This is an optimization exercise on Yosys and OpenROAD, whose aim is small area, a short achievable clock period and few clock cycles per item, not a production implementation. RTL that was checked went through simulation tests only; none was proved equivalent to the original. Power is estimated from default activity; no workload was simulated.

==> flow/design.v <==
module divider_48cycle (
  input  [30:0] rem,
  input  [30:0] divisor,
  input         b1,
  input         b2,
  output        q1,
  output        q2,
  output [30:0] rem_next
);
  wire [31:0] a  = {1'b0, rem} - {1'b0, divisor};
  wire [30:0] c0 = {rem[29:0], b1};
  wire [31:0] b0 = {1'b0, c0} - {1'b0, divisor};
  wire [33:0] e1 = {2'b0, rem, b1} - {2'b0, divisor, 1'b0} - {3'b0, divisor};
  assign q1 = ~a[31];
  wire q2_0 = ~b0[31];
  wire q2_1 = a[30] ? (~e1[33] & (e1[32] | e1[31])) : ~e1[33];
  assign q2 = q1 ? q2_1 : q2_0;
  reg [29:0] hi;
  always @(*) begin
    case ({q1, q2})
      2'b00:   hi = c0[29:0];
      2'b01:   hi = b0[29:0];
      2'b10:   hi = {a[28:0], b1};
      default: hi = e1[29:0];
    endcase
  end
  assign rem_next = {hi, b2};
endmodule
module kalman_filter_v3 (
  input  wire               clk,
  input  wire               rstn,
  input  wire               valid,
  input  wire signed [31:0] I_data_x,
  output wire signed [31:0] O_filter_data_x,
  output reg                finish
);
  localparam [31:0] QV = 32'h0000_1999;
  localparam [2:0] S_IDLE  = 3'd0;
  localparam [2:0] S_RV    = 3'd1;
  localparam [2:0] S_FAST  = 3'd2;
  localparam [2:0] S_VN    = 3'd3;
  localparam [2:0] S_SLOW1 = 3'd4;
  localparam [2:0] S_SLOW2 = 3'd5;
  localparam [2:0] S_F     = 3'd6;
  reg [2:0]  st;
  reg [5:0]  t;
  reg [31:0] x0, xe0, xe1, pe0, pe1, pe2, pe3;
  reg        cp0, cp1, cp2, cp3, pend;
  reg [31:0] d, e;
  reg [30:0] vd, rem0, rem2;
  reg        sg0, sg2, fastok, neg;
  reg        u31_0, unz_0, u31_2, unz_2;
  reg [47:0] s_x0, c_x0, s_x1, c_x1;
  reg [47:0] s_p0, c_p0, s_p1, c_p1, s_p2, c_p2, s_p3, c_p3;
  wire gt40 = d[31] ? (d < (32'h0 - 32'h0028_0000)) : (d > 32'h0028_0000);
  wire gt20 = d[31] ? (d < (32'h0 - 32'h0014_0000)) : (d > 32'h0014_0000);
  wire gt10 = d[31] ? (d < (32'h0 - 32'h000a_0000)) : (d > 32'h000a_0000);
  wire gt5  = d[31] ? (d < (32'h0 - 32'h0005_0000)) : (d > 32'h0005_0000);
  wire gt0  = |d;
  wire [15:0] rv_hi = gt40 ? 16'h03e8 : gt20 ? 16'h07d0 : gt10 ? 16'h0bb8 :
                      gt5  ? 16'h0fa0 : gt0  ? 16'h1388 : 16'h0000;
  wire [31:0] dsum = {pe0[31:16] + rv_hi, pe0[15:0]};
  wire [30:0] vneg = ~vd + 31'd1;
  wire [30:0] dm0 = pe0[31] ? (~pe0[30:0] + 31'd1) : pe0[30:0];
  wire [30:0] dm2 = pe2[31] ? (~pe2[30:0] + 31'd1) : pe2[30:0];
  wire [31:0] nv0 = {pe0[30], dm0};
  wire [31:0] nv2 = {pe2[30], dm2};
  wire slow = (st == S_SLOW1) | (st == S_SLOW2);
  reg  bq1_0, bq2_0, bq1_2, bq2_2;
  wire [5:0] tn = (slow && t != 6'd46) ? t + 6'd2 : 6'd0;
  always @(posedge clk) begin
    bq1_0 <= ~tn[5] & nv0[{~tn[4:1], 1'b1}];
    bq2_0 <= ~tn[5] & nv0[{~tn[4:1], 1'b0}];
    bq1_2 <= ~tn[5] & nv2[{~tn[4:1], 1'b1}];
    bq2_2 <= ~tn[5] & nv2[{~tn[4:1], 1'b0}];
  end
  wire b1_0 = slow & bq1_0;
  wire b2_0 = slow & bq2_0;
  wire b1_2 = slow & bq1_2;
  wire b2_2 = slow & bq2_2;
  wire q1_0, q2_0, q1_2, q2_2;
  wire [30:0] rn0, rn2;
  divider_48cycle u_d0 (.rem(rem0), .divisor(vd), .b1(b1_0), .b2(b2_0),
                        .q1(q1_0), .q2(q2_0), .rem_next(rn0));
  divider_48cycle u_d2 (.rem(rem2), .divisor(vd), .b1(b1_2), .b2(b2_2),
                        .q1(q1_2), .q2(q2_2), .rem_next(rn2));
  wire early = (st == S_SLOW2) & (t < 6'd16);
  wire da0 = early ? u31_0 : q1_0;
  wire db0 = early ? u31_0 : q2_0;
  wire da2 = early ? u31_2 : q1_2;
  wire db2 = early ? u31_2 : q2_2;
  wire sp0 = sg0 & ~(u31_0 & ~unz_0);
  wire sp2 = sg2 & ~(u31_2 & ~unz_2);
  function [95:0] acc_step;
    input [47:0] s;
    input [47:0] c;
    input [31:0] m;
    input        ng;
    input        da;
    input        db;
    reg   [32:0] ms;
    reg   [47:0] a, b, r, s1, c1, r2;
    begin
      ms = {m[31], m} ^ {33{ng}};
      r  = {14'b0, ~(da & ms[32]), da ? ms[31:0] : 32'b0, 1'b0};
      a  = {s[45:0], da & ng, db & ng};
      b  = {c[45:0], 2'b0};
      s1 = a ^ b ^ r;
      c1 = ((a & b) | (a & r) | (b & r)) << 1;
      r2 = {15'b0, ~(db & ms[32]), db ? ms[31:0] : 32'b0};
      acc_step = {s1 ^ c1 ^ r2, (((s1 & c1) | (s1 & r2) | (c1 & r2)) << 1)};
    end
  endfunction
  wire clr = (st == S_RV) | ((st == S_SLOW1) & (t == 6'd46));
  always @(posedge clk) begin
    if (clr) begin
      {s_x0, c_x0} <= 96'b0; {s_x1, c_x1} <= 96'b0;
      {s_p0, c_p0} <= 96'b0; {s_p1, c_p1} <= 96'b0;
      {s_p2, c_p2} <= 96'b0; {s_p3, c_p3} <= 96'b0;
    end else begin
      {s_x0, c_x0} <= acc_step(s_x0, c_x0, e,   sp0, da0, db0);
      {s_x1, c_x1} <= acc_step(s_x1, c_x1, e,   sp2, da2, db2);
      {s_p0, c_p0} <= acc_step(s_p0, c_p0, pe0, sp0, da0, db0);
      {s_p1, c_p1} <= acc_step(s_p1, c_p1, pe1, sp0, da0, db0);
      {s_p2, c_p2} <= acc_step(s_p2, c_p2, pe0, sp2, da2, db2);
      {s_p3, c_p3} <= acc_step(s_p3, c_p3, pe1, sp2, da2, db2);
    end
  end
  wire [16:0] l_x0 = {1'b0, s_x0[15:0]} + {1'b0, c_x0[15:0]};
  wire [16:0] l_x1 = {1'b0, s_x1[15:0]} + {1'b0, c_x1[15:0]};
  wire [16:0] l_p0 = {1'b0, s_p0[15:0]} + {1'b0, c_p0[15:0]};
  wire [16:0] l_p1 = {1'b0, s_p1[15:0]} + {1'b0, c_p1[15:0]};
  wire [16:0] l_p2 = {1'b0, s_p2[15:0]} + {1'b0, c_p2[15:0]};
  wire [16:0] l_p3 = {1'b0, s_p3[15:0]} + {1'b0, c_p3[15:0]};
  wire abort = (t == 6'd32) & (~fastok | q1_0 | q1_2);
  wire [31:0] x0_n = xe0 + s_x0[47:16] + c_x0[47:16] + 32'h0001_0000 + {31'b0, l_x0[16]};
  wire last = (t == 6'd46) & ((st == S_FAST) | (st == S_SLOW2));
  always @(posedge clk) begin
    if (!rstn) begin
      st  <= S_IDLE;
      t   <= 6'd0;
      finish <= 1'b0;
      pend <= 1'b0;
      x0  <= 32'h0;
      xe0 <= 32'h0;
      xe1 <= 32'h0;
      pe0 <= 32'h000a_1999;
      pe1 <= 32'h0005_0000;
      pe2 <= 32'h0005_0000;
      pe3 <= 32'h0005_1999;
    end else begin
      finish <= last;
      case (st)
        S_IDLE: begin
          if (valid) st <= S_RV;
          if (pend) begin
            pend <= 1'b0;
            xe0 <= x0 + xe1;
            pe0 <= pe0 + pe1 + pe2 + pe3 + QV + {31'b0, cp0} + {31'b0, cp1}
                   + {31'b0, cp2} + {31'b0, cp3};
            pe1 <= pe1 + pe3 + {31'b0, cp1} + {31'b0, cp3};
            pe2 <= pe2 + pe3 + {31'b0, cp2} + {31'b0, cp3};
            pe3 <= pe3 + QV + {31'b0, cp3};
          end
        end
        S_RV: begin
          st <= S_FAST;
          t  <= 6'd32;
        end
        S_FAST: begin
          if (abort) begin
            st <= neg ? S_VN : S_SLOW1;
            t  <= 6'd0;
          end else begin
            t <= t + 6'd2;
            if (t == 6'd46) st <= S_F;
          end
        end
        S_VN: st <= S_SLOW1;
        S_SLOW1: begin
          t <= (t == 6'd46) ? 6'd0 : t + 6'd2;
          if (t == 6'd46) st <= S_SLOW2;
        end
        S_SLOW2: begin
          t <= t + 6'd2;
          if (t == 6'd46) st <= S_F;
        end
        S_F: begin
          st   <= S_IDLE;
          pend <= 1'b1;
          x0  <= x0_n;
          xe1 <= xe1 + s_x1[47:16] + c_x1[47:16] + 32'h0001_0000 + {31'b0, l_x1[16]};
          pe0 <= pe0 + ~s_p0[47:16] + ~c_p0[47:16] + 32'hffff_0001;
          pe1 <= pe1 + ~s_p1[47:16] + ~c_p1[47:16] + 32'hffff_0001;
          pe2 <= pe2 + ~s_p2[47:16] + ~c_p2[47:16] + 32'hffff_0001;
          pe3 <= pe3 + ~s_p3[47:16] + ~c_p3[47:16] + 32'hffff_0001;
        end
        default: st <= S_IDLE;
      endcase
    end
  end
  always @(posedge clk) begin
    if (st == S_IDLE) begin
      d <= x0 - I_data_x;
      e <= I_data_x - x0 - xe1;
    end
    if (st == S_RV) begin
      sg0    <= pe0[31] ^ dsum[31];
      sg2    <= pe2[31] ^ dsum[31];
      neg    <= dsum[31];
      fastok <= ~pe0[30] & ~pe2[30] & ~dsum[31] & ~dsum[30];
      u31_0  <= 1'b0;
      u31_2  <= 1'b0;
      unz_0  <= 1'b0;
      unz_2  <= 1'b0;
    end
    if (st == S_RV) vd <= dsum[30:0];
    if (st == S_VN) vd <= vneg;
    if (st == S_RV) begin
      rem0 <= dm0;
      rem2 <= dm2;
    end
    if (st == S_FAST || slow) begin
      rem0 <= rn0;
      rem2 <= rn2;
    end
    if ((st == S_FAST && abort) || (st == S_SLOW1 && t == 6'd46)) begin
      rem0 <= 31'b0;
      rem2 <= 31'b0;
    end
    if (st == S_SLOW1) begin
      if (t == 6'd16) begin
        u31_0 <= q1_0;
        u31_2 <= q1_2;
        unz_0 <= q2_0;
        unz_2 <= q2_2;
      end
      if (t > 6'd16) begin
        unz_0 <= unz_0 | q1_0 | q2_0;
        unz_2 <= unz_2 | q1_2 | q2_2;
      end
    end
    if (st == S_F) begin
      cp0 <= ~l_p0[16];
      cp1 <= ~l_p1[16];
      cp2 <= ~l_p2[16];
      cp3 <= ~l_p3[16];
    end
  end
  assign O_filter_data_x = x0_n;
endmodule
clock: 12.0 ns
lec_check: 0
cap_margin: 20
core_margin: 2
core_utilization: 40
place_density: 0.6
setup_slack_margin: 5
slew_margin: 20
tns_end_percent: 100
run.sh (not shown) runs the stock make flow with config.mk's settings and CLKGATE_MAP_FILE= SYNTH_SCRIPT=/design/flow/synth_recipe.tcl, a recipe that flattens the netlist after the stock synthesis.
Change:
--- a/flow/design.v
+++ b/flow/design.v
@@ -134,6 +134,19 @@
   wire [16:0] l_p3 = {1'b0, s_p3[15:0]} + {1'b0, c_p3[15:0]};
   wire abort = (t == 6'd32) & (~fastok | q1_0 | q1_2);
   wire [31:0] x0_n = xe0 + s_x0[47:16] + c_x0[47:16] + 32'h0001_0000 + {31'b0, l_x0[16]};
+  wire        fs = (st == S_F);
+  wire [31:0] sh_x  = (fs ? xe1 : x0) + (fs ? s_x1[47:16] : xe1)
+                    + (fs ? c_x1[47:16] : 32'h0)
+                    + (fs ? 32'h0001_0000 : 32'h0) + {31'b0, fs & l_x1[16]};
+  wire [31:0] sh_p0 = pe0 + (fs ? ~s_p0[47:16] : pe1) + (fs ? ~c_p0[47:16] : pe2)
+                    + (fs ? 32'h0 : pe3) + (fs ? 32'hffff_0001 : QV)
+                    + {29'b0, fs ? 3'd0 : ({2'b0, cp0} + {2'b0, cp1} + {2'b0, cp2} + {2'b0, cp3})};
+  wire [31:0] sh_p1 = pe1 + (fs ? ~s_p1[47:16] : pe3) + (fs ? ~c_p1[47:16] : 32'h0)
+                    + (fs ? 32'hffff_0001 : 32'h0) + {30'b0, fs ? 2'd0 : ({1'b0, cp1} + {1'b0, cp3})};
+  wire [31:0] sh_p2 = pe2 + (fs ? ~s_p2[47:16] : pe3) + (fs ? ~c_p2[47:16] : 32'h0)
+                    + (fs ? 32'hffff_0001 : 32'h0) + {30'b0, fs ? 2'd0 : ({1'b0, cp2} + {1'b0, cp3})};
+  wire [31:0] sh_p3 = pe3 + (fs ? ~s_p3[47:16] : QV) + (fs ? ~c_p3[47:16] : 32'h0)
+                    + (fs ? 32'hffff_0001 : 32'h0) + {31'b0, ~fs & cp3};
   wire last = (t == 6'd46) & ((st == S_FAST) | (st == S_SLOW2));
   always @(posedge clk) begin
     if (!rstn) begin
@@ -149,18 +162,17 @@
       pe2 <= 32'h0005_0000;
       pe3 <= 32'h0005_1999;
     end else begin
-      finish <= last;
+      finish <= (st == S_F);
       case (st)
         S_IDLE: begin
           if (valid) st <= S_RV;
           if (pend) begin
             pend <= 1'b0;
-            xe0 <= x0 + xe1;
-            pe0 <= pe0 + pe1 + pe2 + pe3 + QV + {31'b0, cp0} + {31'b0, cp1}
-                   + {31'b0, cp2} + {31'b0, cp3};
-            pe1 <= pe1 + pe3 + {31'b0, cp1} + {31'b0, cp3};
-            pe2 <= pe2 + pe3 + {31'b0, cp2} + {31'b0, cp3};
-            pe3 <= pe3 + QV + {31'b0, cp3};
+            xe0 <= sh_x;
+            pe0 <= sh_p0;
+            pe1 <= sh_p1;
+            pe2 <= sh_p2;
+            pe3 <= sh_p3;
           end
         end
         S_RV: begin
@@ -189,11 +201,11 @@
           st   <= S_IDLE;
           pend <= 1'b1;
           x0  <= x0_n;
-          xe1 <= xe1 + s_x1[47:16] + c_x1[47:16] + 32'h0001_0000 + {31'b0, l_x1[16]};
-          pe0 <= pe0 + ~s_p0[47:16] + ~c_p0[47:16] + 32'hffff_0001;
-          pe1 <= pe1 + ~s_p1[47:16] + ~c_p1[47:16] + 32'hffff_0001;
-          pe2 <= pe2 + ~s_p2[47:16] + ~c_p2[47:16] + 32'hffff_0001;
-          pe3 <= pe3 + ~s_p3[47:16] + ~c_p3[47:16] + 32'hffff_0001;
+          xe1 <= sh_x;
+          pe0 <= sh_p0;
+          pe1 <= sh_p1;
+          pe2 <= sh_p2;
+          pe3 <= sh_p3;
         end
         default: st <= S_IDLE;
       endcase
@@ -247,5 +259,5 @@
       cp3 <= ~l_p3[16];
     end
   end
-  assign O_filter_data_x = x0_n;
+  assign O_filter_data_x = x0;
 endmodule
After rerunning: The changed run finished with timing, DRC and antenna clean. Total power is lower by about 23%. Synthesized cell count came out lower by about 4%. Routed wire length is lower by about 6%. Clock-buffer cell count is higher by 17. Cell area is lower by 6.4%. Critical path depth goes down by 6. Global-route usage shrinks by 0.40 points. Utilization goes down by 0.33 points. Non-clock buffer count goes down by 59. Worst setup slack is better by 1.6 ns. Clock power drops by about 2%. Combinational power falls by 34%. Via count shrinks by 6.8%.
Testbench counts after the change, summed over its fixed seeds: cycles 28,800, items 2,400.
The RTL of the first run of this note was laid out without a check of its function.


Another version of the RTL of kalman_filter_v3 (not shown whole).
For scale: roughly 980 flip-flops, ~68 I/O pins.
clock: 12.0 ns
lec_check: 0
cap_margin: 20
core_margin: 2
core_utilization: 40
place_density: 0.6
slew_margin: 20
==> next run, changes <==
--- a/flow/design.v
+++ b/flow/design.v
@@ -39,66 +39,55 @@
   localparam [2:0] S_RV    = 3'd1;
   localparam [2:0] S_FAST  = 3'd2;
   localparam [2:0] S_VN    = 3'd3;
   localparam [2:0] S_SLOW1 = 3'd4;
   localparam [2:0] S_SLOW2 = 3'd5;
   localparam [2:0] S_F     = 3'd6;
   localparam [2:0] S_FIN   = 3'd7;
   reg [2:0]  st;
   reg [5:0]  t;
   reg [31:0] x0, xe0, xe1, pe0, pe1, pe2, pe3;
   reg        cx0, cx1, cp0, cp1, cp2, cp3;
   reg [31:0] d, e;
-  reg [2:0]  rc;
   reg [30:0] vd, rem0, rem2;
   reg        sg0, sg2, fastok, neg;
   reg        u31_0, unz_0, u31_2, unz_2;
   reg [47:0] s_x0, c_x0, s_x1, c_x1;
   reg [47:0] s_p0, c_p0, s_p1, c_p1, s_p2, c_p2, s_p3, c_p3;
   wire gt40 = d[31] ? (d < (32'h0 - 32'h0028_0000)) : (d > 32'h0028_0000);
   wire gt20 = d[31] ? (d < (32'h0 - 32'h0014_0000)) : (d > 32'h0014_0000);
   wire gt10 = d[31] ? (d < (32'h0 - 32'h000a_0000)) : (d > 32'h000a_0000);
   wire gt5  = d[31] ? (d < (32'h0 - 32'h0005_0000)) : (d > 32'h0005_0000);
   wire gt0  = |d;
-  wire [2:0] rc_n = gt40 ? 3'd1 : gt20 ? 3'd2 : gt10 ? 3'd3 :
-                    gt5  ? 3'd4 : gt0  ? 3'd5 : 3'd0;
-  wire       vn   = (st == S_VN);
-  wire [2:0] code = vn ? rc : rc_n;
-  reg  [31:0] rv;
-  always @(*) begin
-    case ({vn, code})
-      4'h1:    rv = 32'h03e8_0000;
-      4'h2:    rv = 32'h07d0_0000;
-      4'h3:    rv = 32'h0bb8_0000;
-      4'h4:    rv = 32'h0fa0_0000;
-      4'h5:    rv = 32'h1388_0000;
-      4'h9:    rv = 32'hfc18_0001;
-      4'ha:    rv = 32'hf830_0001;
-      4'hb:    rv = 32'hf448_0001;
-      4'hc:    rv = 32'hf060_0001;
-      4'hd:    rv = 32'hec78_0001;
-      4'h8, 4'he, 4'hf: rv = 32'h0000_0001;
-      default: rv = 32'h0000_0000;
-    endcase
-  end
-  wire [31:0] dsum = (pe0 ^ {32{vn}}) + rv;
+  wire [15:0] rv_hi = gt40 ? 16'h03e8 : gt20 ? 16'h07d0 : gt10 ? 16'h0bb8 :
+                      gt5  ? 16'h0fa0 : gt0  ? 16'h1388 : 16'h0000;
+  wire [31:0] dsum = {pe0[31:16] + rv_hi, pe0[15:0]};
+  wire [30:0] vneg = ~vd + 31'd1;
   wire [30:0] dm0 = pe0[31] ? (~pe0[30:0] + 31'd1) : pe0[30:0];
   wire [30:0] dm2 = pe2[31] ? (~pe2[30:0] + 31'd1) : pe2[30:0];
   wire [31:0] nv0 = {pe0[30], dm0};
   wire [31:0] nv2 = {pe2[30], dm2};
   wire slow = (st == S_SLOW1) | (st == S_SLOW2);
-  wire b1_0 = slow & ~t[5] & nv0[{~t[4:1], 1'b1}];
-  wire b2_0 = slow & ~t[5] & nv0[{~t[4:1], 1'b0}];
-  wire b1_2 = slow & ~t[5] & nv2[{~t[4:1], 1'b1}];
-  wire b2_2 = slow & ~t[5] & nv2[{~t[4:1], 1'b0}];
+  reg  bq1_0, bq2_0, bq1_2, bq2_2;
+  wire [5:0] tn = (slow && t != 6'd46) ? t + 6'd2 : 6'd0;
+  always @(posedge clk) begin
+    bq1_0 <= ~tn[5] & nv0[{~tn[4:1], 1'b1}];
+    bq2_0 <= ~tn[5] & nv0[{~tn[4:1], 1'b0}];
+    bq1_2 <= ~tn[5] & nv2[{~tn[4:1], 1'b1}];
+    bq2_2 <= ~tn[5] & nv2[{~tn[4:1], 1'b0}];
+  end
+  wire b1_0 = slow & bq1_0;
+  wire b2_0 = slow & bq2_0;
+  wire b1_2 = slow & bq1_2;
+  wire b2_2 = slow & bq2_2;
   wire q1_0, q2_0, q1_2, q2_2;
   wire [30:0] rn0, rn2;
   divider_48cycle u_d0 (.rem(rem0), .divisor(vd), .b1(b1_0), .b2(b2_0),
                         .q1(q1_0), .q2(q2_0), .rem_next(rn0));
   divider_48cycle u_d2 (.rem(rem2), .divisor(vd), .b1(b1_2), .b2(b2_2),
                         .q1(q1_2), .q2(q2_2), .rem_next(rn2));
   wire early = (st == S_SLOW2) & (t < 6'd16);
   wire da0 = early ? u31_0 : q1_0;
   wire db0 = early ? u31_0 : q2_0;
   wire da2 = early ? u31_2 : q1_2;
   wire db2 = early ? u31_2 : q2_2;
   wire sp0 = sg0 & ~(u31_0 & ~unz_0);
@@ -208,35 +197,35 @@
           cx0 <= 1'b0;
         end
         default: st <= S_IDLE;
       endcase
     end
   end
   always @(posedge clk) begin
     if (st == S_IDLE) begin
       d <= x0 - I_data_x;
       e <= I_data_x - xe0;
     end
     if (st == S_RV) begin
-      rc     <= rc_n;
       sg0    <= pe0[31] ^ dsum[31];
       sg2    <= pe2[31] ^ dsum[31];
       neg    <= dsum[31];
       fastok <= ~pe0[30] & ~pe2[30] & ~dsum[31] & ~dsum[30];
       u31_0  <= 1'b0;
       u31_2  <= 1'b0;
       unz_0  <= 1'b0;
       unz_2  <= 1'b0;
     end
-    if (st == S_RV || st == S_VN) vd <= dsum[30:0];
+    if (st == S_RV) vd <= dsum[30:0];
+    if (st == S_VN) vd <= vneg;
     if (st == S_RV) begin
       rem0 <= dm0;
       rem2 <= dm2;
     end
     if (st == S_FAST || slow) begin
       rem0 <= rn0;
       rem2 <= rn2;
     end
     if ((st == S_FAST && abort) || (st == S_SLOW1 && t == 6'd46)) begin
       rem0 <= 31'b0;
       rem2 <= 31'b0;
     end
Cell count rises slightly.
Cell area rises slightly.
Flip-flop and latch count rises by 1.
Combinational power is about the same.
Fmax rises by a few percent.
Power is about the same.
Clock skew falls by 0.0099 ns.
Worst hold slack gains 0.040 ns.
Testbench counts after the change, summed over its fixed seeds: cycles 28,800, items 2,400.
Only the layout flow was run in the first run of this note; the RTL was not checked for function there.

re-timing with driven ports:
In the flow no input, the clock included, has a driving cell. The finished layouts below were timed again as built, in two steps. Step 1 sets driving cells, clkbuf_16 on the clock port and buf_2 on the other inputs (assumed; they add their load-dependent delay and slew). Step 2 adds t to the input delays and takes it off the output delays; t is the mean of the earliest and latest rising clock arrival at the registers after step 1. Input paths then give back, and output paths get back, about the clock's delay inside the block. a / b / c = ideal ports / drivers / drivers and shift; a / b = the first two.
run | t, ns | setup WS [ns] | worst hold slack (ns) | worst setup path at the end | worst register clock-pin slew, ns
the first run of note 1 | 0.854 | 3.767 / 3.685 / 4.539 | 0.456 / 0.456 / 0.456 | register to output | 0.07 / 0.07
the second run of note 1 | 0.832 | 5.399 / 5.399 / 5.203 | 0.474 / 0.474 / 0.474 | input to register | 0.07 / 0.07
the first run of note 2 | 0.869 | 3.859 / 3.859 / 3.859 | 0.456 / 0.456 / 0.456 | register to register | 0.07 / 0.07
the second run of note 2 | 0.888 | 4.186 / 4.186 / 4.186 | 0.496 / 0.496 / 0.496 | register to register | 0.06 / 0.06
After both steps setup and hold are still met in every run listed. The setup slack of the second run of note 1, which loses most, moves by 0.000 ns with the drivers and by -0.196 ns with both steps.
